This is an optimization exercise on Yosys and OpenROAD, whose aim is small area and a short achievable clock period, not a production implementation. At most, simulation tests tie the RTL to the original design; equivalence was not proved. The RTL of run 2 was laid out without a check of its function. Power figures rest on the tool's default switching activity, not on a simulated workload. The flow treats the clock pin as an ideal source, which a real chip does not have.

[flow/standard.sh]
#!/bin/bash
# synth_recipe.tcl (not shown) runs the flow's synth.tcl, then flattens the netlist and writes it again
# the make line also repeats each setting of config.mk as NAME=value (left out here)
make -C /OpenROAD-flow-scripts/flow DESIGN_CONFIG=/design/flow/config.mk WORK_HOME=/design/flow/orfs CLKGATE_MAP_FILE= SYNTH_SCRIPT=/design/flow/synth_recipe.tcl "${@:-finish}"
[flow/constraint.sdc]
create_clock -name core_clock -period 3.3 [get_ports {clk}]
set_input_delay 0.6600 -clock core_clock [delete_from_list [all_inputs] [get_ports {clk}]]
set_output_delay 0.6600 -clock core_clock [all_outputs]
set_load 0.01 [all_outputs]
[flow/flow/run.sh]
#!/bin/bash
# Standard ORFS layout, with plain buffers on the ports, resizing not limited
# to each cell's footprint, and larger clock-tree sink clusters.
set -euo pipefail
bash standard.sh MATCH_CELL_FOOTPRINT=0 \
  "BUFFER_PORTS_ARGS=-buffer_cell sky130_fd_sc_hd__buf_4" \
  "CTS_ARGS=-sink_clustering_enable -repair_clock_nets -dont_use_dummy_load -sink_clustering_size 30 -sink_clustering_max_diameter 100" \
  finish > flow.log 2>&1
[flow/config.mk]
export PLATFORM = sky130hd
export DESIGN_NAME = fifo
export DESIGN_NICKNAME = fifo
export VERILOG_FILES = /design/flow/design.v
export SDC_FILE = /design/flow/constraint.sdc
export NUM_CORES = 4
export LEC_CHECK = 0
export CAP_MARGIN = 20
export CORE_MARGIN = 2
export CORE_UTILIZATION = 40
export SETUP_SLACK_MARGIN = 1.4
export SLEW_MARGIN = 20
[flow/design.v]
module fifo(
  input clk,rst,wr_en,rd_en,
  input [7:0] buf_in,
  output reg [7:0]buf_out,
  output reg buf_empty,buf_full,
  output reg [6:0] fifo_counter
);
  reg [7:0] buf_mem[63:0];
  reg [7:0] rsel_lo, rsel_hi;    
  wire wr_acc = wr_en & ~buf_full;
  wire rd_acc = rd_en & ~buf_empty;
  wire inc = wr_acc & ~rd_acc;
  wire dec = rd_acc & ~wr_acc;
  integer i;
  always @(posedge clk) begin
    if (wr_acc) begin
      buf_mem[0] <= buf_in;
      for (i = 1; i < 64; i = i + 1)
        buf_mem[i] <= buf_mem[i-1];
    end
  end
  reg [7:0] grp [7:0];
  reg [7:0] rd_data;
  integer g, j;
  always @* begin
    for (g = 0; g < 8; g = g + 1) begin
      grp[g] = 8'd0;
      for (j = 0; j < 8; j = j + 1)
        grp[g] = grp[g] | (buf_mem[8*g+j] & {8{rsel_lo[j]}});
    end
    rd_data = 8'd0;
    for (g = 0; g < 8; g = g + 1)
      rd_data = rd_data | (grp[g] & {8{rsel_hi[g]}});
  end
  always @(posedge clk or posedge rst) begin
    if (rst)
      buf_out <= 8'd0;
    else if (rd_acc)
      buf_out <= rd_data;
  end
  always @(posedge clk or posedge rst) begin
    if (rst) begin
      fifo_counter <= 7'd0;
      rsel_lo <= 8'h80;
      rsel_hi <= 8'h80;
      buf_empty <= 1'b1;
      buf_full <= 1'b0;
    end else begin
      if (inc) begin
        fifo_counter <= fifo_counter + 7'd1;
        rsel_lo <= {rsel_lo[6:0], rsel_lo[7]};
        if (rsel_lo[7]) rsel_hi <= {rsel_hi[6:0], rsel_hi[7]};
      end else if (dec) begin
        fifo_counter <= fifo_counter - 7'd1;
        rsel_lo <= {rsel_lo[0], rsel_lo[7:1]};
        if (rsel_lo[0]) rsel_hi <= {rsel_hi[0], rsel_hi[7:1]};
      end
      buf_full  <= buf_full ? ~rd_en : (fifo_counter == 7'd63) & wr_en & ~rd_en;
      buf_empty <= buf_empty ? ~wr_en : (fifo_counter == 7'd1) & rd_en & ~wr_en;
    end
  end
endmodule
==> run summary, run 1 <==
Cell Pwr Density - 526 nW/um^2
Clk pin slew, worst setup/hold paths - 0.12 ns
Layout area overhead - 14.0%
Die Width - 227 um
largest net degree at the start of global routing - 168
Leakage - 7.04 nW
Seq/Total Area, Yosys - 0.812
Synth Flop Type - edfxtp_1
CTS Hold Bufs - 0
Crit Path Max Fanout - 11
Final Net Count - 1146
wire per inst - 25.9 um
antenna cells - 0
outcome - finished clean
Worst Setup SP - rsel_lo[3]$_DFFE_PP0P_
Tcrit/Tclk final - 0.600
Worst VDD drop - 0.388 mV
total grt overflow - 0
Post-Route M1 WL - 20600 um
unique cell type count in the Yosys netlist - 32
# port buffers - 28
first-pass GRT wire length - 68900 um
CP Capture Point - buf_out[7]$_DFFE_PP0P_
Fmax achieved - 0.505 GHz
final instance area - 22800 um^2
vias in the first global route - 10500
Place WS - 0.855 ns
full die area - 51700 um^2
WL final - 46400 um
Final WS setup - 1.32 ns
via-per-instance ratio - 5.97
most area-consuming cells after synthesis - edfxtp_1 77%, a22oi_1 9.8%, dfrtp_1 3.8%, a41oi_1 1.5%, nand4_1 1.3%
antenna-violating nets left - 0
R2R Path End - buf_out[7]$_DFFE_PP0P_
Max-slew headroom - 0.378
Starting Density - 0.407
DR vias - 10700
Bufs on Longest Clock Path - 3
CTS tree - built
fraction of layout cells with a size suffix above 1 - 0.202
clock skew - 0.102 ns
max cap viols - 0
Residual DRC - 0
count of flip-flops with a built-in enable after synthesis - 512
row count - 81
DR pass1 iterations - 5
critical setup path kind - flop to flop
Post-Route Utilization - 0.464
number of H-tree levels - 1
cell with the most instances after synthesis - edfxtp_1
Mapped Cells - 1070
dpl hpwl - 22900 um
Detailed Route Iter0 Violations - 1406
post-synthesis register bit count - 545
Ys Warns - 3
GPL Wtd Cong - 0.759
TritonCTS Buffers - 22
CP Capture Type - flop
Min Hold Slack - 0.180 ns
hold violation count in the final report - 0
FFs w/ async S/R, synth - 0.0606
core area - 49100 um^2
Syn Nets - 1086
CTS Sinks - 545
Die Y - 227 um
metal2 WL - 21700 um
reg-to-reg slack, setup - 1.32 ns
Max Used Layer - met4
Power Total - 12.0 mW
CP required - 3.74 ns
initial antenna violation count - 0
Post-Syn Area - 20000 um^2
element type at the critical path start - flop
worst hold path type - primary input to asynchronous set/reset pin
synth cell count leaders - 512 x edfxtp_1, 261 x a22oi_1, 45 x buf_2
RSZ-0062 raised after global routing - yes
# IOs - 29
Setup violations, final - 0
dpl cell area - 20900 um^2
clock insertion delay at the later pin of the skew report - 0.58 ns
R2R depth - 5
Reg2Reg Launch Point - rsel_lo[3]$_DFFE_PP0P_
GRT Util Overall - 0.180
Max Slew Vio Count - 0
top cell type's share of synthesized area - 0.770
clock root buffer - clkbuf_16
WP data arrival - 2.42 ns
worst slew pin tran - 0.933 ns
post-route minimum period - 1.98 ns
Synth area leader - edfxtp_1
mean post-synth cell area - 18.7 um^2
metal3 WL - 3050 um
[critical path, stage by stage (launching register included)]
cell and delay [ns]:
dfrtp_4 0.61, buf_12 0.20, a22oi_1 0.18, nand4_1 0.18
a2111oi_4 0.49, a41oi_1 0.16
[cells in the final DEF (no fill, tap or decap), types with 2 or more instances in the layout]
master / instances
a2111oi_4: 7
a21oi_1: 10
a22oi_1: 227
a22oi_2: 45
a41oi_1: 14
a41oi_2: 20
and3_1: 2
buf_12: 16
buf_16: 6
buf_4: 55
buf_6: 22
buf_8: 6
clkbuf_16: 24
clkinvlp_4: 2
dfrtp_1: 15
dfrtp_2: 8
dfrtp_4: 7
dfstp_2: 2
edfxtp_1: 512
ha_1: 3
inv_1: 6
mux2i_1: 17
nand2_1: 9
nand3_1: 2
nand4_1: 41
nor2_1: 19
o21ai_0: 9
xnor2_1: 3
xor2_1: 4
[how the worst min path moves through the flow]
stage,endpoint,slack (ns),depth (start not counted)
CTS,fifo_counter[4]$_DFFE_PP0P_,0.20,2
global route,buf_empty$_DFF_PP1_,0.20,2
floorplan,buf_mem[11][0]$_DFFE_PP_,0.43,0
global placement,buf_mem[5][0]$_DFFE_PP_,0.43,0
finish,buf_full$_DFF_PP0_,0.18,2
detailed placement,buf_mem[20][5]$_DFFE_PP_,0.43,0
[per-stage QoR]
step	std cells	setup TNS [ns]
after floorplan	1070	-2941.37
after global routing	1792	0
final	1792	0
after CTS	1787	0
after detailed placement	1720	0
after global placement	1720	0
[report_power, final]
| part | internal, mW | total (mW) | switching (mW) | leakage [nW] |
|---|---|---|---|---|
| clock | 1.21 | 3.15 | 1.94 | 0.271 |
| combinational | 0.206 | 0.498 | 0.292 | 1.36 |
| sequential | 8.04 | 8.32 | 0.275 | 5.41 |
[per-layer routing]
layer	up-vias	track usage
met5	-	0
met4	0	0.0443
met3	67	0.0265
met2	405	0.281
met1	5634	0.266
li1	4588	-
[sequential cells by signal, summed over array words and instances (netlist names)]
name and count:
buf_mem 512, buf_out 8, rsel_hi 8, rsel_lo 8, fifo_counter 7, buf_empty 1
buf_full 1
[layout make-up]
class,count,area [um^2]
Clock buffer,22,551
Inverter,8,37.5
Timing Repair Buffer,107,1290
Multi-Input combinational cell,446,3810
Fill cell,4180,26300
Sequential cell,545,16200
Tap cell,664,831
[cell families after synthesis]
group / after synthesis / share of synthesized area
buffers and inverters: 79 / 0.0211
multiplexers: 18 / 0.00903
XOR/XNOR: 7 / 0.00307
AND/OR/NAND/NOR: 82 / 0.0223
adder cells (fa/ha/maj): 4 / 0.00251
flip-flops: 545 / 0.812
AO/OA/AOI/OAI: 335 / 0.130
[timing repair]
item	4_1_cts	5_1_grt
pin swaps	26	18
setup buffers	43	5
gates resized for setup	86	37
endpoints found under the setup margin	37	373
cloned	2	0
==> run 2: changes to the inputs <==
--- a/flow/design.v
+++ b/flow/design.v
@@ -19,18 +19,12 @@
         buf_mem[i] <= buf_mem[i-1];
     end
   end
-  reg [7:0] grp [7:0];
   reg [7:0] rd_data;
-  integer g, j;
+  integer j;
   always @* begin
-    for (g = 0; g < 8; g = g + 1) begin
-      grp[g] = 8'd0;
-      for (j = 0; j < 8; j = j + 1)
-        grp[g] = grp[g] | (buf_mem[8*g+j] & {8{rsel_lo[j]}});
-    end
     rd_data = 8'd0;
-    for (g = 0; g < 8; g = g + 1)
-      rd_data = rd_data | (grp[g] & {8{rsel_hi[g]}});
+    for (j = 0; j < 64; j = j + 1)
+      rd_data = rd_data | (buf_mem[j] & {8{rsel_hi[j/8] & rsel_lo[j%8]}});
   end
   always @(posedge clk or posedge rst) begin
     if (rst)
==> run 2 against run 1 <==
  * Still clean on timing, DRC and antenna
  * Global-route usage increased by 2.2 points
  * Routed wire length grew 18%
  * Non-clock buffer count grew 45
  * Sequential cell count unchanged
  * Final area grew 1.9%
  * Combinational power up 16%
  * Clock skew shrank 0.042 ns
  * Worst hold slack improved by 0.031 ns
  * Clock power up 1%
  * Highest routed layer is now met5
==> run summary, run 2 <==
WL final - 54900 um
commonest non-fill, non-tap cell in the layout - edfxtp_1
Crit Path Max Fanout - 6
hold violation count in the final report - 0
element type at the critical path start - flop
Synth area leader - edfxtp_1
Detailed Route Iter0 Violations - 1951
count of flip-flops with a built-in enable after synthesis - 512
cell with the most instances after synthesis - edfxtp_1
wire per inst - 28.1 um
post-route minimum period - 2.12 ns
Ys Warns - 2
worst slew pin tran - 0.977 ns
Clk pin slew, worst setup/hold paths - 0.11 ns
antenna cells - 0
critical setup path kind - flop to flop
setup TNS - 0 ns
most frequent cells in the layout - 512 x edfxtp_1, 143 x a22oi_1, 106 x buf_4
R2R Path End - buf_out[7]$_DFFE_PP0P_
Final Net Count - 1298
total grt overflow - 0
max cap viols - 0
CP peak stage delay - 0.59 ns
# port buffers - 28
GPL Wtd Cong - 0.822
Setup violations, final - 0
hold path startpoint - wr_en
fraction of layout cells with a size suffix above 1 - 0.191
Synth Flop Type - edfxtp_1
Die Y - 230 um
CP required - 3.75 ns
worst path bufs/invs - 3
reg-to-reg slack, setup - 1.18 ns
full die area - 52700 um^2
Layout area overhead - 13.9%
CTS Hold Bufs - 0
# placed instances - 1853
Power Total - 12.1 mW
clock insertion delay at the later pin of the skew report - 0.57 ns
Cell Pwr Density - 521 nW/um^2
Residual DRC - 0
Max Slew Vio Count - 0
Min Hold Slack - 0.211 ns
top cell type's share of synthesized area - 0.755
Biggest register - buf_mem
final non-filler cell total - 1952
DR pass1 iterations - 8
unique cell type count in the Yosys netlist - 51
number of H-tree levels - 1
critical-path cell list - buf_12 > buf_8 > buf_4 > a22oi_1 > a21oi_2 > nor3_2 > nor4bb_4 > a31oi_1
Starting Density - 0.406
TritonCTS Buffers - 22
# IOs - 29
GRT Util Overall - 0.202
Syn Nets - 1207
Fmax achieved - 0.471 GHz
# fillers - 4222
Post-Route Utilization - 0.462
DR vias - 12100
dpl hpwl - 31000 um
clock root buffer - clkbuf_16
Leakage - 7.40 nW
synth cell count leaders - 512 x edfxtp_1, 149 x a22oi_1, 69 x nand3_1
row count - 82
Die Width - 230 um
WP data arrival - 2.58 ns
Top delay family on crit path - flip-flops
most area-consuming cells after synthesis - edfxtp_1 76%, a22oi_1 5.5%, dfrtp_1 3.7%, a222oi_1 1.7%, nand3_1 1.7%
Tcrit/Tclk final - 0.643
Mapped Cells - 1191
antenna-violating nets left - 0
R2R depth - 8
Reg2Reg Launch Point - rsel_lo[3]$_DFFE_PP0P_
RSZ-0062 raised after global routing - yes
Post-Syn Area - 20400 um^2
Slowest-stage cell, CP - dfrtp_4
max FFs per register - 512
Max-slew headroom - 0.348
vias in the first global route - 11700
via-per-instance ratio - 6.19
CP Capture Type - flop
initial antenna violation count - 1
mean post-synth cell area - 17.1 um^2
post-synthesis register bit count - 545
CTS tree - built
Hold Path Stages - 2
Seq/Total Area, Yosys - 0.796
CTS Sinks - 545
first-pass GRT wire length - 78700 um
core area - 50200 um^2
FFs w/ async S/R, synth - 0.0606
worst hold path type - primary input to flop
Worst Hold Endpoint - buf_empty$_DFF_PP1_
outcome - finished clean
clock skew - 0.0606 ns
Worst VDD drop - 0.314 mV
Bufs on Longest Clock Path - 3
Worst Setup SP - rsel_lo[3]$_DFFE_PP0P_
largest net degree at the start of global routing - 171
## run 2: cell types whose count changed after synthesis, moves of 16 or more
cell      change
a21oi_1      +43
nand4_1      -29
a22o_1       +24
a41oi_1      -33
a222oi_1     +35
nand3_1      +67
o22ai_1      +24
nand2_1      +16
a22oi_1     -112
## run 2: per-layer routing
layer  vias to the layer above  track usage  share of wire
met3                       116       0.0417           0.10
met5                         -            0        0.00020
met4                         2       0.0645          0.038
met1                      6155        0.291           0.41
li1                       5061            -              -
met2                       742        0.307           0.46
## run 2: through the flow
step	area, um^2	setup slack (ns)
2_1_floorplan	20400	-6.54
3_3_place_gp	21400	0.729
3_5_place_dp	21400	0.700
4_1_cts	22800	1.22
5_1_grt	23200	1.16
6_report	23200	1.18
## run 2: how the worst max path moves through the flow
stage / to / depth (start not counted)
floorplan: fifo_counter[5]$_DFFE_PP0P_ / 5
global placement: buf_out[1]$_DFFE_PP0P_ / 5
detailed placement: buf_out[1]$_DFFE_PP0P_ / 5
CTS: buf_out[1]$_DFFE_PP0P_ / 5
global route: buf_out[7]$_DFFE_PP0P_ / 8
finish: buf_out[7]$_DFFE_PP0P_ / 8
## run 2: logic make-up (layout without fill, tap and decap cells)
group                      Yosys count  count (layout)  share of synthesized area
buffers and inverters              104             193                     0.0240
xor gates and xnor gates             7               7                    0.00301
DFF                                545             545                      0.796
adders and majority gates            4               4                    0.00246
and+or+nand+nor                    170             170                     0.0415
AOI/OAI and AO/OA                  344             344                      0.124
muxes                               17              17                    0.00836
## run 2: worst reg2reg max path, stage by stage, from the launching register on
cell and delay (ns):
dfrtp_4 0.59, buf_12 0.17, buf_8 0.12, buf_4 0.16
a22oi_1 0.19, a21oi_2 0.10, nor3_2 0.20, nor4bb_4 0.37
a31oi_1 0.13
## run 2: where the power goes
part,switching [mW],internal [mW]
registers,0.284,8.04
logic,0.330,0.246
clock network,1.98,1.21
total,2.60,9.49
## run 2: what timing repair did
item | CTS | global route
pin swaps | 22 | 21
gates resized for setup | 74 | 34
buffers inserted | 51 | 22
cloned | 0 | 4
endpoints found under the setup margin | 203 | 234
## run 2: area by class of cell
class | instances | area (um^2) | area share
tap | 672 | 841 | 0.0363
timing repair buffer | 152 | 1560 | 0.0673
sequential | 545 | 16300 | 0.701
inverter | 19 | 95.1 | 0.00410
clock buffer | 22 | 551 | 0.0237
multi-input combinational | 542 | 3880 | 0.168
==> run 3: changes to the inputs <==
==> flow/design.v (replaced) <==
module fifo(
  input clk,rst,wr_en,rd_en,
  input [7:0] buf_in,
  output reg [7:0]buf_out,
  output buf_empty,
  output reg buf_full,
  output reg [6:0] fifo_counter
);
  reg [7:0] buf_mem[63:0];
  reg [7:0] rsel_lo0, rsel_lo1, rsel_lo2, rsel_lo3;   
  reg [7:0] rsel_hi;                                  
  reg not_empty;
  assign buf_empty = ~not_empty;
  wire wr_acc = wr_en & ~buf_full;
  wire rd_acc = rd_en & not_empty;
  wire inc = wr_acc & ~rd_acc;
  wire dec = rd_acc & ~wr_acc;
  integer i;
  always @(posedge clk) begin
    if (wr_acc) begin
      buf_mem[0] <= buf_in;
      for (i = 1; i < 64; i = i + 1)
        buf_mem[i] <= buf_mem[i-1];
    end
  end
  reg [7:0] grp [7:0];
  reg [7:0] lo;
  reg [7:0] rd_data;
  integer g, j;
  always @* begin
    for (g = 0; g < 8; g = g + 1) begin
      case (g / 2)
        0: lo = rsel_lo0;
        1: lo = rsel_lo1;
        2: lo = rsel_lo2;
        default: lo = rsel_lo3;
      endcase
      grp[g] = 8'd0;
      for (j = 0; j < 8; j = j + 1)
        grp[g] = grp[g] | (buf_mem[8*g+j] & {8{lo[j]}});
    end
    rd_data = 8'd0;
    for (g = 0; g < 8; g = g + 1)
      rd_data = rd_data | (grp[g] & {8{rsel_hi[g]}});
  end
  always @(posedge clk or posedge rst) begin
    if (rst)
      buf_out <= 8'd0;
    else if (rd_acc)
      buf_out <= rd_data;
  end
  wire [6:0] cnt_up = fifo_counter + 7'd1;
  wire [6:0] cnt_dn = fifo_counter - 7'd1;
  always @(posedge clk or posedge rst) begin
    if (rst) begin
      fifo_counter <= 7'd0;
      rsel_lo0 <= 8'h80;
      rsel_lo1 <= 8'h80;
      rsel_lo2 <= 8'h80;
      rsel_lo3 <= 8'h80;
      rsel_hi <= 8'h80;
      not_empty <= 1'b0;
      buf_full <= 1'b0;
    end else begin
      if (inc) begin
        fifo_counter <= cnt_up;
        rsel_lo0 <= {rsel_lo0[6:0], rsel_lo0[7]};
        rsel_lo1 <= {rsel_lo1[6:0], rsel_lo1[7]};
        rsel_lo2 <= {rsel_lo2[6:0], rsel_lo2[7]};
        rsel_lo3 <= {rsel_lo3[6:0], rsel_lo3[7]};
        if (rsel_lo0[7]) rsel_hi <= {rsel_hi[6:0], rsel_hi[7]};
      end else if (dec) begin
        fifo_counter <= cnt_dn;
        rsel_lo0 <= {rsel_lo0[0], rsel_lo0[7:1]};
        rsel_lo1 <= {rsel_lo1[0], rsel_lo1[7:1]};
        rsel_lo2 <= {rsel_lo2[0], rsel_lo2[7:1]};
        rsel_lo3 <= {rsel_lo3[0], rsel_lo3[7:1]};
        if (rsel_lo0[0]) rsel_hi <= {rsel_hi[0], rsel_hi[7:1]};
      end
      buf_full  <= buf_full ? ~rd_en : (fifo_counter == 7'd63) & wr_en & ~rd_en;
      not_empty <= not_empty ? ~((fifo_counter == 7'd1) & rd_en & ~wr_en) : wr_en;
    end
  end
endmodule
==> run 3 against run 2 <==
  * Still clean on timing, DRC and antenna
  * First-iteration DRC count down 31%
  * Final cell count shrank 3.0%
  * Die area up 3.6%
  * Non-clock buffer count shrank 67
  * Routed wire length fell by 17%
  * Sequential cell count rose by 24
  * Combinational power is 4.3% higher
  * Count of clock-buffer cells in the layout up 1
  * Critical path type unchanged
  * Largest power group unchanged
  * Highest routed layer is now met4
==> run summary, run 3 <==
Clk pin slew, worst setup/hold paths - 0.12 ns
CP required - 3.75 ns
outcome - finished clean
Die Width - 234 um
clock insertion delay at the later pin of the skew report - 0.58 ns
RSZ-0062 raised after global routing - yes
dpl hpwl - 27000 um
Max Slew Vio Count - 0
largest net degree at the start of global routing - 95
CTS tree - built
top cell type's share of synthesized area - 0.729
wire per inst - 24.1 um
Leakage - 7.22 nW
vias in the first global route - 10600
full die area - 54600 um^2
final instance area - 23100 um^2
worst path bufs/invs - 2
hold violation count in the final report - 0
max cap viols - 0
Biggest register - buf_mem
CTS Sinks - 569
CP peak stage delay - 0.50 ns
# IOs - 29
max FFs per register - 512
antenna cells - 0
unique cell type count in the Yosys netlist - 36
Cell Pwr Density - 545 nW/um^2
CTS Hold Bufs - 0
Layout area overhead - 9.73%
Die Y - 234 um
WP data arrival - 2.39 ns
total grt overflow - 0
synth cell count leaders - 512 x edfxtp_1, 263 x a22oi_1, 52 x dfrtp_1
number of H-tree levels - 1
worst hold path type - primary input to asynchronous set/reset pin
TritonCTS Buffers - 23
count of flip-flops with a built-in enable after synthesis - 512
# fillers - 4526
post-route minimum period - 1.94 ns
DR pass1 iterations - 5
WL final - 45700 um
Synth Flop Type - edfxtp_1
Bufs on Longest Clock Path - 3
clock skew - 0.0386 ns
Slowest-stage cell, CP - dfrtp_2
mean post-synth cell area - 17.8 um^2
via-per-instance ratio - 5.85
Setup violations, final - 0
dpl cell area - 21900 um^2
cell with the most instances after synthesis - edfxtp_1
Ys Warns - 3
Syn Nets - 1199
post-synthesis register bit count - 569
most area-consuming cells after synthesis - edfxtp_1 73%, a22oi_1 9.4%, dfrtp_1 6.2%, mux2i_1 2.0%, a41oi_1 1.7%
antenna-violating nets left - 0
first-pass GRT wire length - 68200 um
most frequent cells in the layout - 512 x edfxtp_1, 260 x a22oi_1, 66 x buf_4
Detailed Route Iter0 Violations - 1350
worst slew pin tran - 0.858 ns
Final Net Count - 1224
final non-filler cell total - 1894
Top delay family on crit path - compound AO/OA/AOI/OAI gates
commonest non-fill, non-tap cell in the layout - edfxtp_1
initial antenna violation count - 0
Fmax achieved - 0.515 GHz
# placed instances - 1839
clock root buffer - clkbuf_16
Crit Path Max Fanout - 6
GPL Wtd Cong - 0.789
critical-path cell list - buf_2 > buf_4 > a22oi_2 > nand4_1 > a2111oi_2 > a41oi_1
Max-slew headroom - 0.428
CP Capture Type - flop
Seq/Total Area, Yosys - 0.797
element type at the critical path start - flop
Post-Syn Area - 21100 um^2
Residual DRC - 0
fraction of layout cells with a size suffix above 1 - 0.145
# port buffers - 28
critical setup path kind - flop to flop
FFs w/ async S/R, synth - 0.100
setup TNS - 0 ns
Synth area leader - edfxtp_1
Tcrit/Tclk final - 0.589
Mapped Cells - 1183
Worst VDD drop - 0.338 mV
DR vias - 11100
Starting Density - 0.403
GRT Util Overall - 0.163
core area - 52300 um^2
row count - 84
run 3: cell types whose count changed after synthesis, sizes merged, moves of 25 or more:
| cell | previous run | this run |
|---|---|---|
| a41oi | 1 | 41 |
| a21oi | 54 | 19 |
| nand3 | 69 | 1 |
| a222oi | 35 | 0 |
| a22oi | 150 | 264 |
| mux2i | 17 | 42 |
run 3: worst paths after layout:
kind	start	depth (start not counted)	slack (ns)	to
worst min register to register	buf_mem[6][2]$_DFFE_PP_	0	0.42	buf_mem[7][2]$_DFFE_PP_
max in group asynchronous	rst	3	2.40	rsel_lo3[7]$_DFFE_PP1P_
min in group core_clock	rd_en	2	0.25	buf_full$_DFF_PP0_
worst min-delay path	rst	2	0.20	buf_full$_DFF_PP0_
worst max-delay path	rsel_lo2[5]$_DFFE_PP0P_	6	1.36	buf_out[1]$_DFFE_PP0P_
worst max register to register	rsel_lo2[5]$_DFFE_PP0P_	6	1.36	buf_out[1]$_DFFE_PP0P_
run 3: cells by family (layout without fill, tap and decap cells):
group | after synthesis | after routing | share of synthesized area
DFF | 569 | 569 | 0.797
AOI/OAI and AO/OA | 368 | 368 | 0.128
and+or+nand+nor | 99 | 99 | 0.0230
buffers and inverters | 94 | 117 | 0.0263
muxes | 42 | 42 | 0.0199
xor gates and xnor gates | 7 | 7 | 0.00291
adders and majority gates | 4 | 4 | 0.00237
run 3: cell type report:
cell class / instances / area, um^2 / area share
multi-input combinational: 520 / 3940 / 0.170
inverter: 9 / 37.5 / 0.00162
tap: 688 / 861 / 0.0372
sequential: 569 / 16900 / 0.730
clock buffer: 23 / 576 / 0.0249
timing repair buffer: 85 / 841 / 0.0363
run 3: timing repair:
action / CTS / global route
pin swaps: 2 / 8
endpoints found under the setup margin: 310 / 294
cloned: 2 / 2
gates resized for setup: 46 / 35
buffers inserted: 1 / 27
run 3: power by group:
group          internal [mW]  switching, mW
logic                  0.247          0.354
clock network           1.26           2.06
registers               8.38          0.314
run 3: per-stage QoR:
step / power (mW) / util / setup WS (ns) / hold slack [ns]
after floorplan: 9.15 / - / -6.56 / 0.427
after global placement: 9.37 / 0.419 / 0.866 / 0.430
after detailed placement: 9.39 / 0.419 / 0.825 / 0.434
after CTS: 12.6 / 0.434 / 1.32 / 0.211
after global routing: 13.0 / 0.442 / 1.29 / 0.236
final: 12.6 / 0.442 / 1.36 / 0.204
run 3: layer usage:
layer	wire length, um	global-route usage
met1	21400	0.251
met2	21000	0.248
met3	2410	0.0198
met4	959	0.0362
met5	0	0
==> run 4: changes to the inputs <==
--- a/flow/config.mk
+++ b/flow/config.mk
@@ -8,5 +8,5 @@
 export CAP_MARGIN = 20
 export CORE_MARGIN = 2
 export CORE_UTILIZATION = 40
-export SETUP_SLACK_MARGIN = 1.4
+export SETUP_SLACK_MARGIN = 1.7
 export SLEW_MARGIN = 20
==> run 4 against run 3 <==
  * Sequential cell count unchanged
  * Routed wire length up 20%
  * Combinational power increased by 95%
  * Critical path type unchanged
  * Utilization up 6.9 points
  * Worst hold slack got worse by 0.0054 ns
  * Total power is 4.6% higher
  * Highest routed layer unchanged
==> run summary, run 4 <==
outcome - finished clean
WP data arrival - 2.36 ns
DR vias - 12400
max cap viols - 0
element type at the critical path start - flop
CP Capture Type - flop
critical setup path kind - flop to flop
worst hold path type - primary input to asynchronous set/reset pin
number of H-tree levels - 1
Syn Nets - 1199
post-route minimum period - 1.91 ns
Clk pin slew, worst setup/hold paths - 0.12 ns
synth cell count leaders - 512 x edfxtp_1, 263 x a22oi_1, 52 x dfrtp_1
GPL Wtd Cong - 0.789
CTS Hold Bufs - 0
total grt overflow - 0
largest net degree at the start of global routing - 61
Detailed Route Iter0 Violations - 1594
top cell type's share of synthesized area - 0.729
Mapped Cells - 1183
Tcrit/Tclk final - 0.580
P_int - 10.3 mW
mean post-synth cell area - 17.8 um^2
initial antenna violation count - 1
Crit Path Max Fanout - 6
Bufs on Longest Clock Path - 3
max FFs per register - 512
CP peak stage delay - 0.55 ns
antenna-violating nets left - 0
most area-consuming cells after synthesis - edfxtp_1 73%, a22oi_1 9.4%, dfrtp_1 6.2%, mux2i_1 2.0%, a41oi_1 1.7%
FFs w/ async S/R, synth - 0.100
most frequent cells in the layout - 512 x edfxtp_1, 221 x a22oi_1, 110 x buf_4
Synth Flop Type - edfxtp_1
Setup violations, final - 0
worst path bufs/invs - 1
Fmax achieved - 0.522 GHz
Layout area overhead - 27.0%
Comb pwr share - 0.089
WL final - 54700 um
unique cell type count in the Yosys netlist - 36
via-per-instance ratio - 5.91
cell mode on critical path - a41oi_2
clock root buffer - clkbuf_16
fraction of layout cells with a size suffix above 1 - 0.329
Biggest register - buf_mem
Final WS setup - 1.39 ns
TritonCTS Buffers - 23
row count - 84
Post-Syn Area - 21100 um^2
Post-Route Utilization - 0.512
Final Net Count - 1421
Cell Pwr Density - 493 nW/um^2
NetSw - 2.94 mW
# IOs - 29
Synth area leader - edfxtp_1
clock insertion delay at the later pin of the skew report - 0.58 ns
DR pass1 iterations - 5
RSZ-0062 raised after global routing - yes
Leakage - 8.83 nW
hold violation count in the final report - 0
critical-path cell list - buf_4 > a22oi_1 > a41oi_2 > a2111oi_4 > a41oi_2
core area - 52300 um^2
CP required - 3.75 ns
clock group share of total power - 0.254
CTS Sinks - 569
GRT Util Overall - 0.180
vias in the first global route - 11500
full die area - 54600 um^2
Worst Setup SP - rsel_lo3[6]$_DFFE_PP0P_
first-pass GRT wire length - 74000 um
wire per inst - 26.2 um
Residual DRC - 0
Die Width - 234 um
Flop pwr share - 0.657
Seq/Total Area, Yosys - 0.797
Worst path depth - 5
Worst VDD drop - 0.393 mV
switching fraction of total power - 0.223
R2R depth - 5
cell with the most instances after synthesis - edfxtp_1
Slowest-stage cell, CP - dfrtp_4
Max Slew Vio Count - 0
Reg2Reg Launch Point - rsel_lo3[6]$_DFFE_PP0P_
post-synthesis register bit count - 569
Max-slew headroom - 0.341
Die Y - 234 um
# port buffers - 28
Place WS - 0.825 ns
clock skew - 0.0381 ns
Ys Warns - 3
commonest non-fill, non-tap cell in the layout - edfxtp_1
Starting Density - 0.403
Top delay family on crit path - compound AO/OA/AOI/OAI gates
antenna cells - 0
CTS tree - built
worst slew pin tran - 0.989 ns
dpl hpwl - 27000 um
count of flip-flops with a built-in enable after synthesis - 512
Min Hold Slack - 0.199 ns
==> run 4: final cells by class <==
class                   instances  area [um^2]
inverters                       9         41.3
multi-input cells             520         4510
flip-flops and latches        569        16900
clock buffers                  23          576
well taps                     688          861
repair buffers                282         3880
fillers                      4139        25600
==> run 4: timing repair <==
item / 4_1_cts / 5_1_grt
setup endpoints to repair: 532 / 503
pin swaps: 31 / 39
resized for setup: 166 / 163
setup buffers: 106 / 53
cloned: 9 / 61
==> run 4: worst paths after layout <==
path | to | slack [ns]
worst max register to register | buf_out[3]$_DFFE_PP0P_ | 1.39
worst min-delay path | buf_full$_DFF_PP0_ | 0.20
min in group core_clock | buf_full$_DFF_PP0_ | 0.24
worst min register to register | buf_mem[12][0]$_DFFE_PP_ | 0.42
worst max-delay path | buf_out[3]$_DFFE_PP0P_ | 1.39
max in group asynchronous | rsel_hi[7]$_DFFE_PP1P_ | 2.40
==> run 4: metrics by stage <==
stage / total power [mW] / std cells / area (um^2) / TNS [ns]
6_report: 13.2 / 2091 / 26800 / 0
5_1_grt: 13.6 / 2091 / 26800 / 0
4_1_cts: 12.8 / 1977 / 24300 / 0
3_5_place_dp: 9.39 / 1839 / 21900 / 0
3_3_place_gp: 9.37 / 1839 / 21900 / 0
2_1_floorplan: 9.15 / 1183 / 21200 / -3097.81
==> run 4: kinds of logic (layout without fill, tap and decap cells) <==
| logic type | count (synthesis) | in the layout | share of synthesized area |
|---|---|---|---|
| AO/OA/AOI/OAI | 368 | 368 | 0.128 |
| XOR/XNOR | 7 | 7 | 0.00291 |
| adder cells (fa/ha/maj) | 4 | 4 | 0.00237 |
| buffers and inverters | 94 | 314 | 0.0263 |
| flip-flops | 569 | 569 | 0.797 |
| multiplexers | 42 | 42 | 0.0199 |
| AND/OR/NAND/NOR | 99 | 99 | 0.0230 |
==> run 4: per-layer routing <==
metal | track usage | routed length, um | share of wire
met1 | 0.264 | 24300 | 0.44
met5 | 0 | 0 | 0
met3 | 0.0321 | 3330 | 0.061
met4 | 0.0546 | 1100 | 0.020
met2 | 0.273 | 26000 | 0.47
==> run 4: worst register-to-register path, cell delays in order, from the launching register on <==
cell	delay [ns]
dfrtp_4	0.55
buf_4	0.19
a22oi_1	0.22
a41oi_2	0.24
a2111oi_4	0.43
a41oi_2	0.16
==> run 4: power groups by stage <==
| stage | logic [mW] | clock network, mW | registers [mW] |
|---|---|---|---|
| after floorplan | 0.326 | 0 | 8.83 |
| after global placement | 0.529 | 0 | 8.84 |
| after detailed placement | 0.537 | 0 | 8.85 |
| after CTS | 0.805 | 3.38 | 8.66 |
| after global routing | 1.24 | 3.62 | 8.72 |
| final | 1.17 | 3.35 | 8.67 |
==> run 5: changes to the inputs <==
--- a/flow/config.mk
+++ b/flow/config.mk
@@ -8,5 +8,5 @@
 export CAP_MARGIN = 20
 export CORE_MARGIN = 2
 export CORE_UTILIZATION = 40
-export SETUP_SLACK_MARGIN = 1.7
+export SETUP_SLACK_MARGIN = 1.1
 export SLEW_MARGIN = 20
==> run 5 against run 4 <==
  * Still clean on timing, DRC and antenna
  * Routed wire length shrank 18%
  * Final cell count shrank 11%
  * Sequential share of layout area grew 11 points
  * Register-to-register slack lost 0.21 ns
  * Sequential power grew 0.5%
  * Synthesized cell count is the same
  * Final area shrank 16%
  * Clock power shrank 2%
  * Worst hold slack lost 0.0040 ns
  * Via count shrank 12%
  * Critical path type unchanged
  * Largest cell class unchanged
==> run summary, run 5 <==
core area - 52300 um^2
most area-consuming cells after synthesis - edfxtp_1 73%, a22oi_1 9.4%, dfrtp_1 6.2%, mux2i_1 2.0%, a41oi_1 1.7%
# IOs - 29
hold violation count in the final report - 0
Post-Syn Area - 21100 um^2
CTS Hold Bufs - 0
most frequent cells in the layout - 512 x edfxtp_1, 263 x a22oi_1, 49 x buf_4
clock root buffer - clkbuf_16
Worst VDD drop - 0.335 mV
Bufs on Longest Clock Path - 3
WL final - 44700 um
commonest non-fill, non-tap cell in the layout - edfxtp_1
antenna-violating nets left - 0
outcome - finished clean
setup bufs post-CTS - 0
Biggest register - buf_mem
number of H-tree levels - 1
Max-slew headroom - 0.356
Seq/Total Area, Yosys - 0.797
clock insertion delay at the later pin of the skew report - 0.58 ns
# resized after CTS - 5
CP required - 3.78 ns
Mapped Cells - 1183
Fmax achieved - 0.470 GHz
Layout area overhead - 6.89%
synth cell count leaders - 512 x edfxtp_1, 263 x a22oi_1, 52 x dfrtp_1
full die area - 54600 um^2
DR pass1 iterations - 8
dpl hpwl - 27100 um
vias in the first global route - 10600
clock skew - 0.0529 ns
final non-filler cell total - 1862
Residual DRC - 0
Ys Warns - 3
Crit Path Max Fanout - 19
# placed instances - 1839
wire per inst - 24.0 um
NetSw - 2.69 mW
top cell type's share of synthesized area - 0.729
Clk pin slew, worst setup/hold paths - 0.12 ns
final instance area - 22500 um^2
TritonCTS Buffers - 23
# port buffers - 28
critical setup path kind - flop to flop
FFs w/ async S/R, synth - 0.100
post-route minimum period - 2.13 ns
count of flip-flops with a built-in enable after synthesis - 512
Leakage - 7.03 nW
switching fraction of total power - 0.215
first-pass GRT wire length - 68100 um
total grt overflow - 0
Tcrit/Tclk final - 0.644
row count - 84
Synth Flop Type - edfxtp_1
Detailed Route Iter0 Violations - 1440
GRT Util Overall - 0.164
element type at the critical path start - flop
antenna cells - 0
Starting Density - 0.403
Cell Pwr Density - 556 nW/um^2
Setup violations, final - 0
Die Y - 234 um
Final WS setup - 1.17 ns
post-synthesis register bit count - 569
Comb pwr share - 0.043
Max Slew Vio Count - 0
initial antenna violation count - 1
WP data arrival - 2.60 ns
Flop pwr share - 0.695
fraction of layout cells with a size suffix above 1 - 0.0852
max FFs per register - 512
GPL Wtd Cong - 0.791
mean post-synth cell area - 17.8 um^2
CP Capture Type - flop
CTS tree - built
P_int - 9.84 mW
RSZ-0062 raised after global routing - yes
DR vias - 10900
Place WS - 0.875 ns
max cap viols - 0
cell with the most instances after synthesis - edfxtp_1
dpl cell area - 21900 um^2
worst slew pin tran - 0.966 ns
Synth area leader - edfxtp_1
Syn Nets - 1199
largest net degree at the start of global routing - 179
unique cell type count in the Yosys netlist - 36
Final Net Count - 1192
via-per-instance ratio - 5.87
clock group share of total power - 0.262
worst hold path type - primary input to asynchronous set/reset pin
Die Width - 234 um
CTS Sinks - 569
run 5: logic make-up (layout without fill, tap and decap cells):
group	after synthesis	after routing	synth area share
buf+inv	94	85	0.0263
mux	42	42	0.0199
fa+ha+maj	4	4	0.00237
simple gates	99	99	0.0230
xor+xnor	7	7	0.00291
compound gates	368	368	0.128
flops	569	569	0.797
run 5: through the flow:
| stage | total power [mW] | setup TNS (ns) | hold WS (ns) | utilization |
|---|---|---|---|---|
| after floorplan | 9.15 | -3097.81 | 0.427 | - |
| after global placement | 9.38 | 0 | 0.429 | 0.418 |
| after detailed placement | 9.40 | 0 | 0.433 | 0.418 |
| after CTS | 12.6 | 0 | 0.207 | 0.430 |
| after global routing | 13.0 | 0 | 0.215 | 0.431 |
| final | 12.5 | 0 | 0.195 | 0.431 |
run 5: cell type report:
class / instances / area (um^2)
fillers: 4541 / 29800
flip-flops and latches: 569 / 16800
multi-input cells: 520 / 3800
well taps: 688 / 861
clock buffers: 23 / 576
repair buffers: 53 / 454
inverters: 9 / 33.8
run 5: power by group through the flow:
stage | registers, mW | logic [mW] | clock network [mW]
after CTS | 8.71 | 0.533 | 3.39
after floorplan | 8.83 | 0.326 | 0
final | 8.71 | 0.536 | 3.29
after global routing | 8.77 | 0.583 | 3.61
after global placement | 8.86 | 0.525 | 0
after detailed placement | 8.86 | 0.534 | 0
run 5: worst paths after layout:
path / start / cells after the start / endpoint / slack [ns]
min in group core_clock: rd_en / 2 / buf_full$_DFF_PP0_ / 0.23
worst max-delay path: rsel_lo1[3]$_DFFE_PP0P_ / 4 / buf_out[4]$_DFFE_PP0P_ / 1.17
worst min register to register: buf_mem[11][3]$_DFFE_PP_ / 0 / buf_mem[12][3]$_DFFE_PP_ / 0.42
max in group asynchronous: rst / 3 / rsel_lo3[7]$_DFFE_PP1P_ / 2.30
worst min-delay path: rst / 2 / fifo_counter[0]$_DFFE_PP0P_ / 0.19
worst max register to register: rsel_lo1[3]$_DFFE_PP0P_ / 4 / buf_out[4]$_DFFE_PP0P_ / 1.17
run 5: worst max-delay path: stages, from the launching register on:
cell	delay [ns]
dfrtp_1	0.97
a22oi_1	0.21
a41oi_1	0.46
a2111oi_4	0.08
a41oi_1	0.27
run 5: per-layer routing:
metal	global-route usage	up-vias	wire length, um
li1	-	4834	-
met1	0.251	5618	20300
met2	0.242	437	20300
met3	0.0271	47	3010
met4	0.0419	0	1120
met5	0	-	0
==> run 6: changes to the inputs <==
--- a/flow/config.mk
+++ b/flow/config.mk
@@ -7,6 +7,7 @@
 export LEC_CHECK = 0
 export CAP_MARGIN = 20
 export CORE_MARGIN = 2
-export CORE_UTILIZATION = 40
-export SETUP_SLACK_MARGIN = 1.1
+export CORE_UTILIZATION = 70
+export PLACE_DENSITY = 0.8
+export SETUP_SLACK_MARGIN = 1.4
 export SLEW_MARGIN = 20
==> run 6 against run 5 <==
  * Count of clock-buffer cells in the layout is 1 lower
  * Synthesized cell count unchanged
  * Via count rose by 11%
  * Clock skew about the same
  * Global-route usage increased by 13 points
  * Non-clock buffer count up 92
  * Utilization is 36 points higher
  * Final area is 3.8% higher
  * Clock power decreased by 2%
  * Critical path depth rose by 1
  * Critical path type unchanged
  * Largest power group unchanged
==> run summary, run 6 <==
GPL Wtd Cong - 0.784
most frequent cells in the layout - 512 x edfxtp_1, 233 x a22oi_1, 119 x buf_4
FFs w/ async S/R, synth - 0.100
Seq/Total Area, Yosys - 0.797
CP Capture Type - flop
Slowest-stage cell, CP - dfrtp_4
CP peak stage delay - 0.59 ns
Biggest register - buf_mem
antenna cells - 0
row count - 63
wire per inst - 29.6 um
R2R depth - 5
Mapped Cells - 1183
element type at the critical path start - flop
Worst VDD drop - 0.446 mV
Bufs on Longest Clock Path - 3
clock root buffer - clkbuf_16
met3 usage - 0.0448
count of flip-flops with a built-in enable after synthesis - 512
initial antenna violation count - 0
Leakage - 7.53 nW
top cell type's share of synthesized area - 0.729
via-per-instance ratio - 7.30
max cap viols - 0
WP data arrival - 2.37 ns
Cell Pwr Density - 534 nW/um^2
post-synthesis register bit count - 569
outcome - finished clean
Residual DRC - 0
CTS tree - built
Synth Flop Type - edfxtp_1
full die area - 31500 um^2
Post-Syn Area - 21100 um^2
unique cell type count in the Yosys netlist - 36
Tcrit/Tclk final - 0.597
CTS Sinks - 569
synth cell count leaders - 512 x edfxtp_1, 263 x a22oi_1, 52 x dfrtp_1
Max-slew headroom - 0.262
setup TNS - 0 ns
mean post-synth cell area - 17.8 um^2
RSZ-0062 raised after global routing - yes
busiest grt layer - met2
Layout area overhead - 11.0%
Final Net Count - 1284
reg-to-reg slack, setup - 1.33 ns
Crit Path Max Fanout - 8
dpl hpwl - 26500 um
Worst path depth - 5
Top delay family on crit path - compound AO/OA/AOI/OAI gates
critical setup path kind - flop to flop
fraction of layout cells with a size suffix above 1 - 0.213
largest net degree at the start of global routing - 142
CP required - 3.70 ns
first-pass GRT wire length - 67900 um
GRT Util Overall - 0.290
DR pass1 iterations - 6
# port buffers - 28
max FFs per register - 512
Max Slew Vio Count - 0
Setup violations, final - 0
TritonCTS Buffers - 22
# IOs - 29
antenna-violating nets left - 0
final instance area - 23400 um^2
Starting Density - 0.711
Synth area leader - edfxtp_1
Die Width - 178 um
Ys Warns - 3
worst path bufs/invs - 1
number of H-tree levels - 1
clock insertion delay at the later pin of the skew report - 0.58 ns
# fillers - 1493
WL final - 49000 um
vias in the first global route - 11300
critical-path cell list - buf_4 > a22oi_1 > nand4_1 > a22oi_2 > a41oi_1
worst hold path type - primary input to asynchronous set/reset pin
M1 GR Usage - 0.421
Detailed Route Iter0 Violations - 1971
cell with the most instances after synthesis - edfxtp_1
clock skew - 0.0529 ns
dpl cell area - 21600 um^2
hold violation count in the final report - 0
Syn Nets - 1199
Fmax achieved - 0.507 GHz
commonest non-fill, non-tap cell in the layout - edfxtp_1
Clk pin slew, worst setup/hold paths - 0.12 ns
Min Hold Slack - 0.0589 ns
worst slew pin tran - 1.11 ns
met2 usage - 0.461
total grt overflow - 0
Die Y - 178 um
post-route minimum period - 1.97 ns
core area - 29600 um^2
most area-consuming cells after synthesis - edfxtp_1 73%, a22oi_1 9.4%, dfrtp_1 6.2%, mux2i_1 2.0%, a41oi_1 1.7%
DR vias - 12100
[run 6: cell families (layout without fill, tap and decap cells)]
family / Yosys count / after routing / share of synthesized area
DFF: 569 / 569 / 0.797
muxes: 42 / 42 / 0.0199
xor gates and xnor gates: 7 / 7 / 0.00291
AOI/OAI and AO/OA: 368 / 368 / 0.128
buffers and inverters: 94 / 176 / 0.0263
and+or+nand+nor: 99 / 100 / 0.0230
adders and majority gates: 4 / 4 / 0.00237
[run 6: power by group]
part	total (mW)	internal (mW)	leakage, nW	switching, mW
combinational	0.560	0.216	1.56	0.344
sequential	8.72	8.39	5.71	0.335
clock	3.23	1.21	0.271	2.02
[run 6: what timing repair did]
action / CTS / global route
hold buffers: 0 / 0
resized for setup: 54 / 73
gates cloned: 0 / 1
buffers inserted: 31 / 57
setup endpoints to repair: 54 / 23
pin swaps: 3 / 34
[run 6: per-stage QoR]
step | power, mW | worst slack (ns) | util | cells
2_1_floorplan | 9.15 | -6.56 | - | 1183
3_3_place_gp | 9.33 | 0.700 | 0.728 | 1544
3_5_place_dp | 9.37 | 0.661 | 0.728 | 1544
4_1_cts | 12.4 | 1.30 | 0.761 | 1597
5_1_grt | 12.8 | 1.29 | 0.790 | 1656
6_report | 12.5 | 1.33 | 0.790 | 1656
[run 6: path summary, 6_finish.rpt]
check | startpoint | to
setup / recovery | rsel_lo2[5]$_DFFE_PP0P_ | buf_out[5]$_DFFE_PP0P_
hold / removal | rst | not_empty$_DFF_PP0_
setup reg to reg | rsel_lo2[5]$_DFFE_PP0P_ | buf_out[5]$_DFFE_PP0P_
hold reg to reg | buf_mem[25][0]$_DFFE_PP_ | buf_mem[26][0]$_DFFE_PP_
max in group asynchronous | rst | rsel_lo2[7]$_DFFE_PP1P_
min in group core_clock | rd_en | buf_full$_DFF_PP0_
[run 6: layout make-up]
cell class	count	area, um^2	area share
sequential	569	16900	0.722
multi-input combinational	521	4160	0.178
timing repair buffer	145	1270	0.0541
clock buffer	22	551	0.0235
tap	390	488	0.0208
inverter	9	41.3	0.00176
[run 6: metal layers]
layer | vias up | share of wire
met1 | 6130 | 0.38
met2 | 830 | 0.50
met4 | 0 | 0.038
li1 | 5013 | -
met3 | 115 | 0.090
met5 | - | 0
==> run 7: changes to the inputs <==
--- a/flow/config.mk
+++ b/flow/config.mk
@@ -7,7 +7,7 @@
 export LEC_CHECK = 0
 export CAP_MARGIN = 20
 export CORE_MARGIN = 2
-export CORE_UTILIZATION = 70
-export PLACE_DENSITY = 0.8
+export CORE_UTILIZATION = 55
+export PLACE_DENSITY = 0.65
 export SETUP_SLACK_MARGIN = 1.4
 export SLEW_MARGIN = 20
==> run 7 against run 6 <==
  * Sequential share of layout area is 0.73 points higher
  * Still clean on timing, DRC and antenna
  * First-iteration DRC count decreased by 37%
  * Count of clock-buffer cells in the layout unchanged
  * Total power up 0.42%
  * Largest power group unchanged
  * Global-route usage down 6.7 points
  * Worst hold slack improved by 0.16 ns
  * Highest routed layer unchanged
  * Sequential power decreased by 0.6%
  * Die area up 27%
  * Clock power barely moved
  * Largest cell class unchanged
  * Sequential cell count unchanged
  * Critical path depth shrank 2
==> run summary, run 7 <==
Leakage - 7.34 nW
CP required - 3.47 ns
number of H-tree levels - 1
Bufs on Longest Clock Path - 3
most area-consuming cells after synthesis - edfxtp_1 73%, a22oi_1 9.4%, dfrtp_1 6.2%, mux2i_1 2.0%, a41oi_1 1.7%
most frequent cells in the layout - 512 x edfxtp_1, 255 x a22oi_1, 92 x buf_4
# port buffers - 28
largest net degree at the start of global routing - 197
Fmax achieved - 0.512 GHz
FFs w/ async S/R, synth - 0.100
via-per-instance ratio - 6.44
reg-to-reg slack, setup - 1.35 ns
Tcrit/Tclk final - 0.592
wire per inst - 25.8 um
full die area - 39900 um^2
Synth Flop Type - edfxtp_1
dpl cell area - 21700 um^2
# fillers - 2687
# IOs - 29
mux cell area share after synthesis - 0.0199
post-route minimum period - 1.95 ns
Setup violations, final - 0
max cap viols - 0
Cell Pwr Density - 542 nW/um^2
CTS tree - built
critical-path cell list - nor2b_4 > buf_12 > buf_16
count of flip-flops with a built-in enable after synthesis - 512
CP peak stage delay - 0.48 ns
Mapped Cells - 1183
Slowest-stage cell, CP - buf_16
Post-Syn Area - 21100 um^2
vias in the first global route - 11100
Synth area leader - edfxtp_1
Worst Setup SP - buf_full$_DFF_PP0_
Starting Density - 0.559
GRT Util Overall - 0.222
post-synthesis simple-gate area fraction - 0.0230
RSZ-0062 raised after global routing - yes
Max-slew headroom - 0.270
Die Y - 200 um
TritonCTS Buffers - 22
complex-gate fraction of the synthesized area - 0.128
cell with the most instances after synthesis - edfxtp_1
Post-Route Utilization - 0.613
outcome - finished clean
worst slew pin tran - 1.09 ns
worst hold path type - primary input to asynchronous set/reset pin
Min Hold Slack - 0.218 ns
DR pass1 iterations - 5
antenna-violating nets left - 0
worst path bufs/invs - 2
WP data arrival - 2.12 ns
top cell type's share of synthesized area - 0.729
main combinational cell family by area after synthesis - compound AO/OA/AOI/OAI gates
Biggest register - buf_mem
clock insertion delay at the later pin of the skew report - 0.57 ns
WL final - 44900 um
Ys Warns - 3
# placed instances - 1663
CTS Sinks - 569
Residual DRC - 0
max FFs per register - 512
commonest non-fill, non-tap cell in the layout - edfxtp_1
area of the multi-input gates - 4040 um^2
post-synthesis register bit count - 569
Seq/Total Area, Yosys - 0.797
core area - 37800 um^2
unique cell type count in the Yosys netlist - 36
GPL Wtd Cong - 0.803
Top delay family on crit path - buffers and inverters
critical setup path kind - flop to flop
mean post-synth cell area - 17.8 um^2
hold violation count in the final report - 0
total grt overflow - 0
CP Capture Type - flop
Max Slew Vio Count - 0
dpl hpwl - 25900 um
Worst VDD drop - 0.425 mV
initial antenna violation count - 0
register area - 16900 um^2
fraction of layout cells with a size suffix above 1 - 0.164
Die Width - 200 um
first-pass GRT wire length - 66900 um
Layout area overhead - 9.84%
DR vias - 11200
xor/xnor share of the synthesized area - 0.00291
final non-filler cell total - 1740
antenna cells - 0
Clk pin slew, worst setup/hold paths - 0.11 ns
area share of fa/ha/maj cells after synthesis - 0.00237
clock skew - 0.0380 ns
Reg2Reg Launch Point - buf_full$_DFF_PP0_
clock root buffer - clkbuf_16
final instance area - 23200 um^2
Crit Path Max Fanout - 196
Syn Nets - 1199
row count - 71
element type at the critical path start - flop
synth cell count leaders - 512 x edfxtp_1, 263 x a22oi_1, 52 x dfrtp_1
Detailed Route Iter0 Violations - 1234
Power Total - 12.6 mW
Final Net Count - 1247
[run 7: cells by family after synthesis]
family          after synthesis
buf+inv                      94
fa+ha+maj                     4
mux                          42
xor+xnor                      7
compound gates              368
flops                       569
simple gates                 99
[run 7: area by class of cell]
type | instances | area share
sequential | 569 | 0.729
multi-input combinational | 520 | 0.174
timing repair buffer | 109 | 0.0433
tap | 511 | 0.0276
clock buffer | 22 | 0.0238
inverter | 9 | 0.00162
[run 7: where the power goes]
group	switching (mW)	internal (mW)	leakage (nW)
sequential	0.284	8.39	5.71
combinational	0.386	0.265	1.36
clock	2.03	1.21	0.271
[run 7: timing repair]
action	4_1_cts	5_1_grt
setup endpoints to repair	282	372
resized for setup	50	47
pin swaps	4	17
hold buffers	0	0
gates cloned	0	1
buffers inserted	16	38
[run 7: routing by layer]
metal / vias up / wire, um / global-route usage
li1: 4948 / - / -
met1: 5740 / 19100 / 0.324
met2: 441 / 21800 / 0.358
met3: 78 / 2740 / 0.0281
met4: 0 / 1170 / 0.0617
met5: - / 0 / 0
[run 7: worst reg2reg max path: cells and delay by family, from the launching register on]
| family | cells | cell delay (ns) |
|---|---|---|
| buffers and inverters | 2 | 0.61 |
| DFF | 1 | 0.45 |
| and+or+nand+nor | 1 | 0.17 |
[run 7: final timing paths]
path | endpoint | cells after the start
setup / recovery | buf_mem[60][1]$_DFFE_PP_ | 3
hold / removal | buf_out[7]$_DFFE_PP0P_ | 2
setup reg to reg | buf_mem[60][1]$_DFFE_PP_ | 3
hold reg to reg | buf_mem[39][1]$_DFFE_PP_ | 0
max in group asynchronous | rsel_lo3[7]$_DFFE_PP1P_ | 3
min in group core_clock | buf_full$_DFF_PP0_ | 2
[run 7: stage by stage]
step	worst slack, ns	TNS, ns
global placement	0.705	0
detailed placement	0.661	0
floorplan	-6.56	-3097.81
CTS	1.35	0
global route	1.29	0
finish	1.35	0
==> run 8: changes to the inputs <==
--- a/flow/config.mk
+++ b/flow/config.mk
@@ -5,9 +5,9 @@
 export SDC_FILE = /design/flow/constraint.sdc
 export NUM_CORES = 4
 export LEC_CHECK = 0
+export ABC_AREA = 1
 export CAP_MARGIN = 20
 export CORE_MARGIN = 2
-export CORE_UTILIZATION = 55
-export PLACE_DENSITY = 0.65
+export CORE_UTILIZATION = 40
 export SETUP_SLACK_MARGIN = 1.4
 export SLEW_MARGIN = 20
==> run 8 against run 7 <==
  * Still clean
  * Sequential power increased by 18%
  * Clock power increased by 3%
  * Sequential share of layout area is 3.8 points lower
  * First-iteration DRC count shrank 8.8%
  * Critical path depth decreased by 1
  * Global-route usage fell by 7.0 points
  * Critical endpoint is now buf_empty
==> run summary, run 8 <==
mean post-synth cell area - 11.5 um^2
antenna-violating nets left - 0
Residual DRC - 0
Fmax achieved - 0.537 GHz
Slowest-stage cell, CP - dfrtp_1
P_int - 11.2 mW
reg-to-reg slack, setup - 1.49 ns
cell with the most instances after synthesis - nand2_1
TritonCTS Buffers - 23
via-per-instance ratio - 4.83
Synth Flop Type - edfxtp_1
R2R depth - 11
CP required - 2.64 ns
clock root buffer - clkbuf_16
vias in the first global route - 13000
critical setup path kind - flop to output pin
Max-slew headroom - 0.618
dpl cell area - 23500 um^2
RSZ-0062 raised after global routing - yes
critical-path cell list - inv_2 > buf_6
Worst VDD drop - 0.407 mV
GRT Util Overall - 0.152
Clk pin slew, worst setup/hold paths - 0.12 ns
Power Total - 16.5 mW
CP peak stage delay - 0.45 ns
initial antenna violation count - 0
# IOs - 29
hold violation count in the final report - 0
final instance area - 24400 um^2
CP Capture Type - output pin
# fillers - 5163
worst slew pin tran - 0.573 ns
Layout area overhead - 6.91%
count of flip-flops with a built-in enable after synthesis - 512
most area-consuming cells after synthesis - edfxtp_1 67%, nand2_1 16%, dfrtp_1 5.7%, nor2_1 2.9%, buf_6 2.8%
post-synthesis register bit count - 569
# port buffers - 28
FFs w/ async S/R, synth - 0.100
Comb pwr share - 0.184
max cap viols - 0
Setup violations, final - 0
Max Slew Vio Count - 0
unique cell type count in the Yosys netlist - 28
DR vias - 13200
commonest non-fill, non-tap cell in the layout - nand2_1
clock insertion delay at the later pin of the skew report - 0.59 ns
Ys Warns - 3
Detailed Route Iter0 Violations - 1126
largest net degree at the start of global routing - 94
synth cell count leaders - 996 x nand2_1, 512 x edfxtp_1, 179 x nor2_1
R2R Path End - buf_out[5]$_DFFE_PP0P_
GPL Wtd Cong - 0.754
DR pass1 iterations - 8
Seq/Total Area, Yosys - 0.735
wire per inst - 16.7 um
Biggest register - buf_mem
most frequent cells in the layout - 994 x nand2_1, 512 x edfxtp_1, 176 x nor2_1
worst hold path type - primary input to asynchronous set/reset pin
Final Net Count - 1999
fraction of layout cells with a size suffix above 1 - 0.0878
Leakage - 9.81 nW
clock group share of total power - 0.201
number of H-tree levels - 1
row count - 87
antenna cells - 0
Post-Route Utilization - 0.433
first-pass GRT wire length - 72100 um
Bufs on Longest Clock Path - 3
CTS tree - built
Post-Syn Area - 22900 um^2
Tcrit/Tclk final - 0.564
top cell type's share of synthesized area - 0.672
Synth area leader - edfxtp_1
clock skew - 0.0526 ns
Starting Density - 0.405
Cell Pwr Density - 677 nW/um^2
Crit Path Max Fanout - 3
Reg2Reg Launch Point - rsel_lo1[2]$_DFFE_PP0P_
switching fraction of total power - 0.325
full die area - 59100 um^2
Die Width - 243 um
Syn Nets - 1999
total grt overflow - 0
Die Y - 243 um
NetSw - 5.37 mW
outcome - finished clean
WL final - 45600 um
core area - 56500 um^2
max FFs per register - 512
Mapped Cells - 1983
WP data arrival - 1.20 ns
Flop pwr share - 0.615
CTS Sinks - 569
element type at the critical path start - flop
post-route minimum period - 1.86 ns
dpl hpwl - 26500 um
run 8: changes by cell type after synthesis, moves of 41 or more:
cell     delta
mux2i_1    -42
buf_6      +43
nor2_1    +159
a41oi_1    -41
a22oi_1   -262
nand2_1   +963
run 8: cells by family after synthesis:
| kind of cell | count (synthesis) | synth area share |
|---|---|---|
| flip-flops | 569 | 0.735 |
| adder cells (fa/ha/maj) | 4 | 0.00219 |
| buffers and inverters | 115 | 0.0398 |
| AND/OR/NAND/NOR | 1200 | 0.199 |
| AO/OA/AOI/OAI | 89 | 0.0213 |
| XOR/XNOR | 6 | 0.00230 |
run 8: worst max-delay path, delay by kind of cell, from the launching register on:
kind / cells / cell delay (ns)
flops: 1 / 0.45
buf+inv: 2 / 0.16
run 8: how the worst max path moves through the flow:
stage          cells after the start                 from                     endpoint  slack, ns
3_3_place_gp                       8                rd_en       rsel_hi[1]$_DFFE_PP0P_       0.83
2_1_floorplan                      8                wr_en  fifo_counter[3]$_DFFE_PP0P_      -6.53
5_1_grt                            2  not_empty$_DFF_PP0_                    buf_empty       1.37
3_5_place_dp                       8                rd_en       rsel_hi[6]$_DFFE_PP0P_       0.78
6_report                           2  not_empty$_DFF_PP0_                    buf_empty       1.44
4_1_cts                            6  not_empty$_DFF_PP0_      rsel_lo1[3]$_DFFE_PP0P_       1.34
run 8: area by class of cell:
class,instances,area (um^2),area share
clock buffers,23,576,0.0235
inverters,25,115,0.00471
multi-input cells,1299,5270,0.215
flip-flops and latches,569,16900,0.691
well taps,756,946,0.0387
repair buffers,65,654,0.0268
run 8: power by group through the flow:
| stage | clock network, mW | registers (mW) | logic (mW) |
|---|---|---|---|
| after floorplan | 0 | 9.18 | 3.17 |
| after global placement | 0 | 10.4 | 2.75 |
| after detailed placement | 0 | 10.4 | 2.81 |
| after CTS | 3.43 | 10.2 | 2.90 |
| after global routing | 3.66 | 10.3 | 3.51 |
| final | 3.33 | 10.2 | 3.04 |
run 8: routing by layer:
layer,track usage,wire [um],up-vias
met5,0,0,-
met4,0.0327,836,0
met3,0.0201,1710,51
met2,0.256,22100,228
met1,0.210,21000,6456
li1,-,-,6484
run 8: what timing repair did:
item | in CTS | in global routing
setup endpoints to repair | 490 | 154
gates cloned | 2 | 1
endpoints found under the hold margin | 0 | 0
hold buffers | 0 | 0
resized for setup | 34 | 33
setup buffers | 5 | 11
pin swaps | 1 | 0
run 8: stage by stage:
step | std cells | hold slack, ns | TNS, ns | setup slack (ns)
floorplan | 1983 | 0.427 | -3052.57 | -6.53
CTS | 2724 | 0.218 | 0 | 1.34
detailed placement | 2694 | 0.432 | 0 | 0.780
global placement | 2694 | 0.430 | 0 | 0.829
finish | 2737 | 0.0666 | 0 | 1.44
global route | 2737 | 0.0596 | 0 | 1.37
==> run 9: changes to the inputs <==
==> flow/flow/run.sh (replaced) <==
#!/bin/bash
# Standard ORFS layout, with plain buffers on the ports, resizing not limited
# to each cell's footprint, larger clock-tree sink clusters, and downsizing
# of gates off the critical paths after global routing.
set -euo pipefail
bash standard.sh MATCH_CELL_FOOTPRINT=0 \
  "BUFFER_PORTS_ARGS=-buffer_cell sky130_fd_sc_hd__buf_4" \
  "CTS_ARGS=-sink_clustering_enable -repair_clock_nets -dont_use_dummy_load -sink_clustering_size 30 -sink_clustering_max_diameter 100" \
  RECOVER_POWER=100 \
  finish > flow.log 2>&1
==> run 9 against run 8 <==
  * Still clean
  * Synthesized area unchanged
  * Via count down 0.14%
  * Critical path depth up 1
  * Count of clock-buffer cells in the layout unchanged
  * Critical endpoint is now buf_mem[45][2]$_DFFE_PP_
  * Largest power group unchanged
  * Highest routed layer unchanged
==> run summary, run 9 <==
DR vias - 13200
via-per-instance ratio - 4.82
WL final - 45500 um
CP Capture Point - buf_mem[45][2]$_DFFE_PP_
Residual DRC - 0
Final Net Count - 1999
top cell type's share of synthesized area - 0.672
initial antenna violation count - 0
CP Capture Type - flop
Cell Pwr Density - 679 nW/um^2
Layout area overhead - 5.83%
most area-consuming cells after synthesis - edfxtp_1 67%, nand2_1 16%, dfrtp_1 5.7%, nor2_1 2.9%, buf_6 2.8%
Synth Flop Type - edfxtp_1
dpl cell area - 23500 um^2
cell with the most instances after synthesis - nand2_1
Slowest-stage cell, CP - clkbuf_4
CTS tree - built
Reg2Reg Launch Point - buf_full$_DFF_PP0_
setup TNS - 0 ns
Mapped Cells - 1983
synth cell count leaders - 996 x nand2_1, 512 x edfxtp_1, 179 x nor2_1
R2R Path End - buf_mem[45][2]$_DFFE_PP_
clock insertion delay at the later pin of the skew report - 0.59 ns
Seq/Total Area, Yosys - 0.735
Tcrit/Tclk final - 0.711
Leakage - 9.70 nW
post-route minimum period - 2.35 ns
most frequent cells in the layout - 995 x nand2_1, 512 x edfxtp_1, 177 x nor2_1
Bufs on Longest Clock Path - 3
GRT Util Overall - 0.152
core area - 56500 um^2
largest net degree at the start of global routing - 94
vias in the first global route - 13000
Post-Syn Area - 22900 um^2
max FFs per register - 512
Power Total - 16.4 mW
max cap viols - 0
Post-Route Utilization - 0.428
CP required - 3.48 ns
CTS Sinks - 569
Syn Nets - 1999
critical setup path kind - flop to flop
CP peak stage delay - 0.98 ns
Synth area leader - edfxtp_1
RSZ-0062 raised after global routing - yes
reg-to-reg slack, setup - 0.95 ns
post-synthesis register bit count - 569
Clk pin slew, worst setup/hold paths - 0.12 ns
count of flip-flops with a built-in enable after synthesis - 512
element type at the critical path start - flop
Ys Warns - 3
CTS Hold Bufs - 0
fraction of layout cells with a size suffix above 1 - 0.0687
WP data arrival - 2.53 ns
full die area - 59100 um^2
antenna-violating nets left - 0
clock root buffer - clkbuf_16
Max Slew Vio Count - 0
clock skew - 0.0522 ns
outcome - finished clean
critical-path cell list - nor2_1 > buf_12 > clkbuf_4
commonest non-fill, non-tap cell in the layout - nand2_1
DR pass1 iterations - 5
Die Y - 243 um
R2R depth - 3
Die Width - 243 um
Max-slew headroom - 0.190
final instance area - 24200 um^2
Biggest register - buf_mem
dpl hpwl - 26500 um
number of H-tree levels - 1
Worst Setup SP - buf_full$_DFF_PP0_
antenna cells - 0
FFs w/ async S/R, synth - 0.100
# IOs - 29
Min Hold Slack - 0.174 ns
wire per inst - 16.6 um
Setup violations, final - 0
unique cell type count in the Yosys netlist - 28
first-pass GRT wire length - 72100 um
Crit Path Max Fanout - 85
# port buffers - 28
worst slew pin tran - 1.22 ns
Starting Density - 0.405
Worst VDD drop - 0.406 mV
total grt overflow - 0
TritonCTS Buffers - 23
worst hold path type - primary input to asynchronous set/reset pin
hold violation count in the final report - 0
Fmax achieved - 0.426 GHz
row count - 87
Detailed Route Iter0 Violations - 1142
GPL Wtd Cong - 0.754
mean post-synth cell area - 11.5 um^2
-- run 9: cell counts after synthesis --
Identical to the previous run, type by type.
-- run 9: cell families after synthesis --
kind of cell	share of synthesized area
AOI/OAI and AO/OA	0.0213
xor gates and xnor gates	0.00230
adders and majority gates	0.00219
buffers and inverters	0.0398
DFF	0.735
and+or+nand+nor	0.199
-- run 9: area by class of cell --
cell class / count / area, um^2
well taps: 756 / 946
repair buffers: 65 / 513
clock buffers: 23 / 576
inverters: 25 / 113
flip-flops and latches: 569 / 16900
fillers: 5210 / 32300
multi-input cells: 1299 / 5160
-- run 9: per-stage QoR --
step / setup slack [ns] / cells
detailed placement: 0.780 / 2694
floorplan: -6.53 / 1983
global placement: 0.829 / 2694
finish: 0.952 / 2737
CTS: 1.34 / 2724
global route: 0.763 / 2737
-- run 9: what timing repair did --
action	in CTS	in global routing
gates resized for setup	34	33
setup buffers	5	11
cloned	2	1
setup endpoints to repair	490	154
pin swaps	1	0
-- run 9: worst min-delay path by stage --
stage	slack (ns)	cells past startpoint	startpoint	end
after global placement	0.43	0	buf_mem[11][4]$_DFFE_PP_	buf_mem[12][4]$_DFFE_PP_
after detailed placement	0.43	0	buf_mem[54][6]$_DFFE_PP_	buf_mem[55][6]$_DFFE_PP_
after CTS	0.22	1	buf_in[4]	buf_mem[0][4]$_DFFE_PP_
after floorplan	0.43	0	buf_mem[9][0]$_DFFE_PP_	buf_mem[10][0]$_DFFE_PP_
after global routing	0.19	2	rst	buf_out[4]$_DFFE_PP0P_
final	0.17	2	rst	buf_out[7]$_DFFE_PP0P_
-- run 9: power breakdown --
part / switching [mW] / internal [mW] / total (mW)
clock: 2.06 / 1.26 / 3.32
sequential: 1.45 / 8.72 / 10.2
combinational: 1.81 / 1.12 / 2.92
-- run 9: per-layer routing --
metal  part of all wire  track usage
met4              0.018       0.0327
met3              0.038       0.0201
met2               0.49        0.256
met5                  0            0
met1               0.46        0.210
-- run 9: critical path, delay by kind of cell (launching register included) --
family,cells,cell delay [ns]
AND/OR/NAND/NOR,1,0.23
buffers and inverters,2,1.26
flip-flops,1,0.41

[afterwards: timing with drivers on the ports]
Ports are ideal in the flow. The routed layouts listed here were re-timed in OpenROAD. Step 1 assumes that a clkbuf_16 drives the clock port and a buf_2 every other input. Step 2 times the ports against the registers' clock, not the clock port: input delays grow and output delays shrink by t, the midpoint of the rising clock arrivals with the driver on. a / b / c = no drivers / after step 1 / after step 2; a / b = the first two.
run	t (ns)	slack for setup (ns)
run 1	0.586	1.321 / 1.308 / 1.056
run 2	0.601	1.177 / 1.177 / 0.991
run 3	0.613	1.356 / 1.356 / 1.121
run 4	0.617	1.385 / 1.385 / 1.194
run 5	0.617	1.174 / 1.174 / 0.876
run 6	0.607	1.329 / 1.329 / 1.128
run 7	0.611	1.346 / 1.346 / 1.023
run 8	0.622	1.439 / 1.385 / 1.190
run 9	0.624	0.952 / 0.952 / 0.566
After both steps setup and hold are still met in every run listed.
